Background: an optimization exercise with open tools, aiming at small area and a short achievable clock period. Do not read the settings as production practice.
At most, simulation tests tie the RTL to the original design; equivalence was not proved.

run a:
==> module unpack, before the edit <==
module unpack(f32, X, Y, s, e, a, b);
	input f32;
	input [31:0] X, Y;
	output s;
	output [7:0] e;
	output [23:0] a, b;
	assign s = f32 ? X[31] ^ Y[31] : X[15] ^ Y[15];
	assign e = f32 ? X[30:23] + Y[30:23] - 8'd127 : {3'b0, X[14:10]} + {3'b0, Y[14:10]} - 8'd15;
	assign a = f32 ? {1'b1, X[22:0]} : {13'b0, 1'b1, X[9:0]};
	assign b = f32 ? {1'b1, Y[22:0]} : {13'b0, 1'b1, Y[9:0]};
endmodule
Settings: LEC_CHECK=0, CAP_MARGIN=20, CORE_MARGIN=2, CORE_UTILIZATION=55, PLACE_DENSITY=0.7, SETUP_SLACK_MARGIN=3.7, SLEW_MARGIN=20; clock period 11.0 ns.
standard.sh (not shown) runs the stock make flow with config.mk's settings and CLKGATE_MAP_FILE= SYNTH_SCRIPT=/design/flow/synth_recipe.tcl, a recipe that flattens the netlist after the stock synthesis.
==> flow/flow/run.sh <==
#!/bin/bash
# Standard ORFS layout with one extra step between synthesis and floorplan:
# flow/polopt.py removes the inverters that Yosys' full-adder extraction leaves
# between adder cells (full adders are self-dual), without changing the logic
# function or any register. Everything else is the standard flow.
set -euo pipefail
R=orfs/results/${FLOW_PLATFORM}/mul_pipe/base
bash standard.sh synth > synth.log 2>&1
cp $R/1_2_yosys.v yosys_netlist.v
python3 flow/polopt.py yosys_netlist.v polopt_netlist.v > polopt.log 2>&1
cp polopt_netlist.v $R/1_2_yosys.v
touch $R/1_2_yosys.v
rm -f $R/1_synth.odb
bash standard.sh > layout.log 2>&1
Other scripts of this flow, unchanged in this note and not shown: flow/flow/polopt.py
[inputs] run b vs run a
diff --git a/flow/design.v b/flow/design.v
--- a/flow/design.v
+++ b/flow/design.v
@@ -97,9 +97,11 @@
 	output s;
 	output [7:0] e;
 	output [23:0] a, b;
 	assign s = f32 ? X[31] ^ Y[31] : X[15] ^ Y[15];
-	assign e = f32 ? X[30:23] + Y[30:23] - 8'd127 : {3'b0, X[14:10]} + {3'b0, Y[14:10]} - 8'd15;
+	wire [7:0] xe = f32 ? X[30:23] : {3'b0, X[14:10]};
+	wire [7:0] ye = f32 ? Y[30:23] : {3'b0, Y[14:10]};
+	assign e = xe + ye + (f32 ? 8'h81 : 8'hf1);	 
 	assign a = f32 ? {1'b1, X[22:0]} : {13'b0, 1'b1, X[9:0]};
 	assign b = f32 ? {1'b1, Y[22:0]} : {13'b0, 1'b1, Y[9:0]};
 endmodule
 module expcmp(x, y, gt, sh, m);
==> notes.md <==
Higher register share of the cell area among run a and run b: run b. Run b vs run a, highest-delay cell along the critical path: sky130_fd_sc_hd__a2111o_1 vs sky130_fd_sc_hd__or4_4. [compare] base=run a new=run b: post-route worst setup slack saw a decrease; met1 demand-to-capacity share in global routing saw a decrease. Run b against run a: non-clock buffer count has decreased, met2 routing resource usage after global routing has decreased. Summary of run b over run a: overall routing resource usage fell 0.73 points.
No run of this note included a check of the RTL's function; only the layout flow was run.

========
lane 4:
Another version of the RTL of mul_pipe (not shown whole).
Size in the first run: about 12,000 cells after synthesis, about 290 I/O pins, about 110,000 um2 of cells after synthesis.
==> module mul_pipe, before the edit <==
module mul_pipe(clk, reset, X1, X2, X3, X4, Y1, Y2, Y3, Y4, ans);
	input clk, reset;
	input [31:0] X1, Y1, X2, Y2, X3, Y3, X4, Y4;
	output [31:0] ans;
	wire f32 = |X1[31:16];
	wire        s0_1, s0_2, s0_3, s0_4;
	wire [7:0]  e0_1, e0_2, e0_3, e0_4;
	wire [23:0] a0_1, a0_2, a0_3, a0_4, b0_1, b0_2, b0_3, b0_4;
	unpack u1(f32, X1, Y1, s0_1, e0_1, a0_1, b0_1);
	unpack u2(f32, X2, Y2, s0_2, e0_2, a0_2, b0_2);
	unpack u3(f32, X3, Y3, s0_3, e0_3, a0_3, b0_3);
	unpack u4(f32, X4, Y4, s0_4, e0_4, a0_4, b0_4);
	wire [32:0] l0_1;
	mul_lo ml1(a0_1, b0_1[8:0], l0_1);
	wire [32:0] l0_2;
	mul_lo ml2(a0_2, b0_2[8:0], l0_2);
	wire [32:0] l0_3;
	mul_lo ml3(a0_3, b0_3[8:0], l0_3);
	wire [32:0] l0_4;
	mul_lo ml4(a0_4, b0_4[8:0], l0_4);
	reg        s1_1, s1_2, s1_3, s1_4;
	reg [7:0]  e1_1, e1_2, e1_3, e1_4;
	reg [23:0] a1_1, a1_2, a1_3, a1_4;
	reg [14:0] b1_1, b1_2, b1_3, b1_4;
	reg [32:0] l1_1, l1_2, l1_3, l1_4;
	always @(posedge clk) begin
		s1_1 <= s0_1; s1_2 <= s0_2; s1_3 <= s0_3; s1_4 <= s0_4;
		e1_1 <= e0_1; e1_2 <= e0_2; e1_3 <= e0_3; e1_4 <= e0_4;
		a1_1 <= a0_1; a1_2 <= a0_2; a1_3 <= a0_3; a1_4 <= a0_4;
		b1_1 <= b0_1[23:9]; b1_2 <= b0_2[23:9]; b1_3 <= b0_3[23:9]; b1_4 <= b0_4[23:9];
		l1_1 <= l0_1; l1_2 <= l0_2; l1_3 <= l0_3; l1_4 <= l0_4;
	end
	wire [47:0] p1;
	mul_hi mh1(a1_1, b1_1, l1_1, p1);
	wire [47:0] p2;
	mul_hi mh2(a1_2, b1_2, l1_2, p2);
	wire [47:0] p3;
	mul_hi mh3(a1_3, b1_3, l1_3, p3);
	wire [47:0] p4;
	mul_hi mh4(a1_4, b1_4, l1_4, p4);
	wire       gt12, gt34, gtp;
	wire [5:0] sh12, sh34, shp;
	wire [7:0] m12, m34, mp;
	expcmp c12(e1_1, e1_2, gt12, sh12, m12);
	expcmp c34(e1_3, e1_4, gt34, sh34, m34);
	expcmp cp(m12, m34, gtp, shp, mp);
	reg [47:0] p2_1, p2_2, p2_3, p2_4;
	reg        s2_1, s2_2, s2_3, s2_4;
	reg        gt2_12, gt2_34, gt2_p;
	reg [5:0]  sh2_12, sh2_34, sh2_p;
	reg [7:0]  e2;
	always @(posedge clk) begin
		p2_1 <= p1; p2_2 <= p2; p2_3 <= p3; p2_4 <= p4;
		s2_1 <= s1_1; s2_2 <= s1_2; s2_3 <= s1_3; s2_4 <= s1_4;
		gt2_12 <= gt12; gt2_34 <= gt34; gt2_p <= gtp;
		sh2_12 <= sh12; sh2_34 <= sh34; sh2_p <= shp;
		e2 <= mp;
	end
	wire [49:0] q12, q34;
	pairsum ps12(gt2_12, sh2_12, s2_1, s2_2, p2_1, p2_2, q12);
	pairsum ps34(gt2_34, sh2_34, s2_3, s2_4, p2_3, p2_4, q34);
	reg [49:0] q3_12, q3_34;
	reg        gt3;
	reg [5:0]  sh3;
	reg [7:0]  e3;
	always @(posedge clk) begin
		q3_12 <= q12; q3_34 <= q34;
		gt3 <= gt2_p; sh3 <= sh2_p; e3 <= e2;
	end
	wire signed [49:0] big   = gt3 ? q3_12 : q3_34;
	wire signed [49:0] sml = gt3 ? q3_34 : q3_12;
	wire signed [49:0] sml_sh = sml >>> sh3;
	wire [50:0] x = {big[49], big};
	wire [50:0] y = {sml_sh[49], sml_sh};
	wire [50:0] tot, totm1;
	add_sk51 at(x, y, tot);
	add_sk51 am(~(x ^ y), {x[49:0] | y[49:0], 1'b0}, totm1);
	wire        sgn = tot[50];
	wire [49:0] mag = sgn ? ~totm1[49:0] : tot[49:0];
	wire [12:0] nz;
	wire [25:0] lz;
	nibsum ns(mag, nz, lz);
	reg        sgn4;
	reg [7:0]  e4;
	reg [49:0] mag4;
	reg [12:0] nz4;
	reg [25:0] lz4;
	always @(posedge clk or posedge reset) begin
		if (reset) begin
			sgn4 <= 1'b0; e4 <= 8'd0;
		end else begin
			sgn4 <= sgn; e4 <= e3;
		end
	end
	always @(posedge clk) begin
		mag4 <= mag; nz4 <= nz; lz4 <= lz;
	end
	normpack np(sgn4, e4, mag4, nz4, lz4, ans);
endmodule
==> module normpack, before the edit <==
module normpack(sgn, e, mag, nz, lz, ans);
	input sgn;
	input [7:0] e;
	input [49:0] mag;
	input [12:0] nz;	 
	input [25:0] lz;	 
	output [31:0] ans;
	reg [5:0] lzc52;
	integer i;
	always @(*) begin
		lzc52 = 6'd0;
		for (i = 0; i < 13; i = i + 1)
			if (nz[i]) lzc52 = {4'd12 - i[3:0], lz[2*i +: 2]};
	end
	wire [51:0] n52 = {2'b0, mag} << lzc52;
	wire [49:0] norm = n52[51:2];
	wire [48:0] bl = norm[48:0];	 
	wire zero = ~|nz;
	wire flag = |mag[49:24];
	wire [7:0] ebase = flag ? e + 8'd5 : e + 8'd31;
	wire [7:0] ez = e + 8'd30;
	wire [7:0] eo = zero ? ez : ebase - {2'b0, lzc52};
	wire f2 = flag & (|bl[48:26]);
	wire [22:0] x23 = bl[48:26];
	wire r23 = bl[25] & (bl[24] | (|bl[23:2]) | bl[26]);
	wire [22:0] a23;
	assign a23[0] = 1'b1;
	genvar k;
	generate for (k = 1; k < 23; k = k + 1) begin : g23
		assign a23[k] = &x23[k-1:0];
	end endgenerate
	wire [22:0] m23 = x23 ^ (a23 & {23{r23}});
	wire [9:0] m10a, m10b;
	round10 ra(bl[48:28], m10a);
	round10 rb(bl[22:2], m10b);
	wire [9:0] m10 = flag ? m10b : m10a;
	assign ans = f2 ? {sgn, eo, m23} : {16'b0, sgn, eo[4:0], m10};
endmodule
==> module nibsum, before the edit <==
module nibsum(mag, nz, lz);
	input [49:0] mag;
	output [12:0] nz;
	output [25:0] lz;
	wire [51:0] m = {2'b0, mag};
	genvar k;
	generate for (k = 0; k < 13; k = k + 1) begin : g
		wire [3:0] q = m[4*k+3:4*k];
		assign nz[k] = |q;
		assign lz[2*k+1] = ~(q[3] | q[2]);
		assign lz[2*k] = ~q[3] & (q[2] | ~q[1]);
	end endgenerate
endmodule
==> flow/config.mk <==
export PLATFORM = sky130hd
export DESIGN_NAME = mul_pipe
export DESIGN_NICKNAME = mul_pipe
export VERILOG_FILES = /design/flow/design.v
export SDC_FILE = /design/flow/constraint.sdc
export NUM_CORES = 4
export LEC_CHECK = 0
export CAP_MARGIN = 20
export CORE_MARGIN = 2
export CORE_UTILIZATION = 55
export PLACE_DENSITY = 0.7
export SETUP_SLACK_MARGIN = 3.5
export SLEW_MARGIN = 20
export TNS_END_PERCENT = 10
==> flow/constraint.sdc <==
create_clock -name core_clock -period 11.0 [get_ports {clk}]
set_input_delay 2.2000 -clock core_clock [delete_from_list [all_inputs] [get_ports {clk}]]
set_output_delay 2.2000 -clock core_clock [all_outputs]
set_load 0.01 [all_outputs]
Scripts as last shown in full above: flow/flow/run.sh
Other scripts of this flow, unchanged in this note and not shown: flow/flow/polopt.py
Modified inputs, lane 2 compared to lane 4
diff --git a/flow/design.v b/flow/design.v
--- a/flow/design.v
+++ b/flow/design.v
@@ -77,14 +77,9 @@
 	add_sk51 am(~(x ^ y), {x[49:0] | y[49:0], 1'b0}, totm1);
 	wire        sgn = tot[50];
 	wire [49:0] mag = sgn ? ~totm1[49:0] : tot[49:0];
-	wire [12:0] nz;
-	wire [25:0] lz;
-	nibsum ns(mag, nz, lz);
 	reg        sgn4;
 	reg [7:0]  e4;
 	reg [49:0] mag4;
-	reg [12:0] nz4;
-	reg [25:0] lz4;
 	always @(posedge clk or posedge reset) begin
 		if (reset) begin
 			sgn4 <= 1'b0; e4 <= 8'd0;
@@ -92,10 +87,9 @@
 			sgn4 <= sgn; e4 <= e3;
 		end
 	end
-	always @(posedge clk) begin
-		mag4 <= mag; nz4 <= nz; lz4 <= lz;
-	end
-	normpack np(sgn4, e4, mag4, nz4, lz4, ans);
+	always @(posedge clk)
+		mag4 <= mag;
+	normpack np(sgn4, e4, mag4, ans);
 endmodule
 module unpack(f32, X, Y, s, e, a, b);
 	input f32;
@@ -137,28 +131,25 @@
 	wire [49:0] y = {2'b0, sml_sh} ^ {50{ssmall}};
 	assign q = x + y + {48'd0, sbig & ssmall, sbig ^ ssmall};
 endmodule
-module normpack(sgn, e, mag, nz, lz, ans);
+module normpack(sgn, e, mag, ans);
 	input sgn;
 	input [7:0] e;
 	input [49:0] mag;
-	input [12:0] nz;	 
-	input [25:0] lz;	 
 	output [31:0] ans;
-	reg [5:0] lzc52;
+	reg [5:0] lzc;
 	integer i;
 	always @(*) begin
-		lzc52 = 6'd0;
-		for (i = 0; i < 13; i = i + 1)
-			if (nz[i]) lzc52 = {4'd12 - i[3:0], lz[2*i +: 2]};
+		lzc = 6'd50;
+		for (i = 0; i < 50; i = i + 1)
+			if (mag[i]) lzc = 6'd49 - i;
 	end
-	wire [51:0] n52 = {2'b0, mag} << lzc52;
-	wire [49:0] norm = n52[51:2];
+	wire [49:0] norm = mag << lzc;
 	wire [48:0] bl = norm[48:0];	 
-	wire zero = ~|nz;
+	wire zero = ~|mag;
 	wire flag = |mag[49:24];
-	wire [7:0] ebase = flag ? e + 8'd5 : e + 8'd31;
+	wire [7:0] ebase = flag ? e + 8'd3 : e + 8'd29;
 	wire [7:0] ez = e + 8'd30;
-	wire [7:0] eo = zero ? ez : ebase - {2'b0, lzc52};
+	wire [7:0] eo = zero ? ez : ebase - {2'b0, lzc};
 	wire f2 = flag & (|bl[48:26]);
 	wire [22:0] x23 = bl[48:26];
 	wire r23 = bl[25] & (bl[24] | (|bl[23:2]) | bl[26]);
@@ -175,19 +166,6 @@
 	wire [9:0] m10 = flag ? m10b : m10a;
 	assign ans = f2 ? {sgn, eo, m23} : {16'b0, sgn, eo[4:0], m10};
 endmodule
-module nibsum(mag, nz, lz);
-	input [49:0] mag;
-	output [12:0] nz;
-	output [25:0] lz;
-	wire [51:0] m = {2'b0, mag};
-	genvar k;
-	generate for (k = 0; k < 13; k = k + 1) begin : g
-		wire [3:0] q = m[4*k+3:4*k];
-		assign nz[k] = |q;
-		assign lz[2*k+1] = ~(q[3] | q[2]);
-		assign lz[2*k] = ~q[3] & (q[2] | ~q[1]);
-	end endgenerate
-endmodule
 module round10(w, m);
 	input [20:0] w;
 	output [9:0] m;
Notes after the runs:
Lane 2 — area growth from synthesis to layout 2.2 points higher, lane 4 as reference
When lane 2 is set beside lane 4, its final worst-path cycle share turns out to be 0.48 points larger.
Run comparison: lane 2 launching element of the worst setup path mag4[48]; lane 4 launching element of the worst setup path nz4[5]
Lane 2 vs. lane 4: top achievable clock speed now smaller, met3 routed wirelength now smaller, global-route usage now larger, sum of routed wire segments on met1 now smaller.
Relative to lane 4, the depth of the critical timing path with buffers and inverters included of lane 2 is higher by 1.
The clock period minus final worst setup slack of lane 2 is higher than that of lane 4.
Lane 2: final instance area is about 1.3% higher than what lane 4 reported.
[compare] base=lane 4 new=lane 2: met2 usage rose 2.2 points, routability congestion estimate increased 0.018.
Function not checked in lane 2: the RTL went through the layout flow alone.

[re-timing with driven ports]
No port has a modelled driver above. Below, the same layouts with a new extraction and two added sets of constraints. Step 1, drivers: a clkbuf_16 drives clk and a buf_2 each remaining input, both assumed. Step 2 times the ports against the registers' clock, not the clock port: input delays grow and output delays shrink by t, the midpoint of the rising clock arrivals with the driver on. Slacks: no drivers / after step 1 / after step 2; pairs: no drivers / after step 1.
run | t (ns) | setup slack, ns | worst hold slack (ns) | worst register clock-pin slew, ns
run a | 0.840 | 3.385 / 3.283 / 2.639 | 0.324 / 0.324 / 0.324 | 0.08 / 0.08
run b | 0.824 | 2.777 / 2.684 / 2.738 | 0.318 / 0.318 / 0.318 | 0.07 / 0.07
lane 4 | 0.812 | 3.333 / 3.247 / 2.673 | 0.322 / 0.322 / 0.322 | 0.08 / 0.08
lane 2 | 0.798 | 3.280 / 3.196 / 2.667 | 0.318 / 0.318 / 0.318 | 0.08 / 0.08
After both steps every run listed still meets setup and hold. For run a, which loses most, drivers alone change the setup slack by -0.102 ns; drivers and shift together by -0.746 ns.
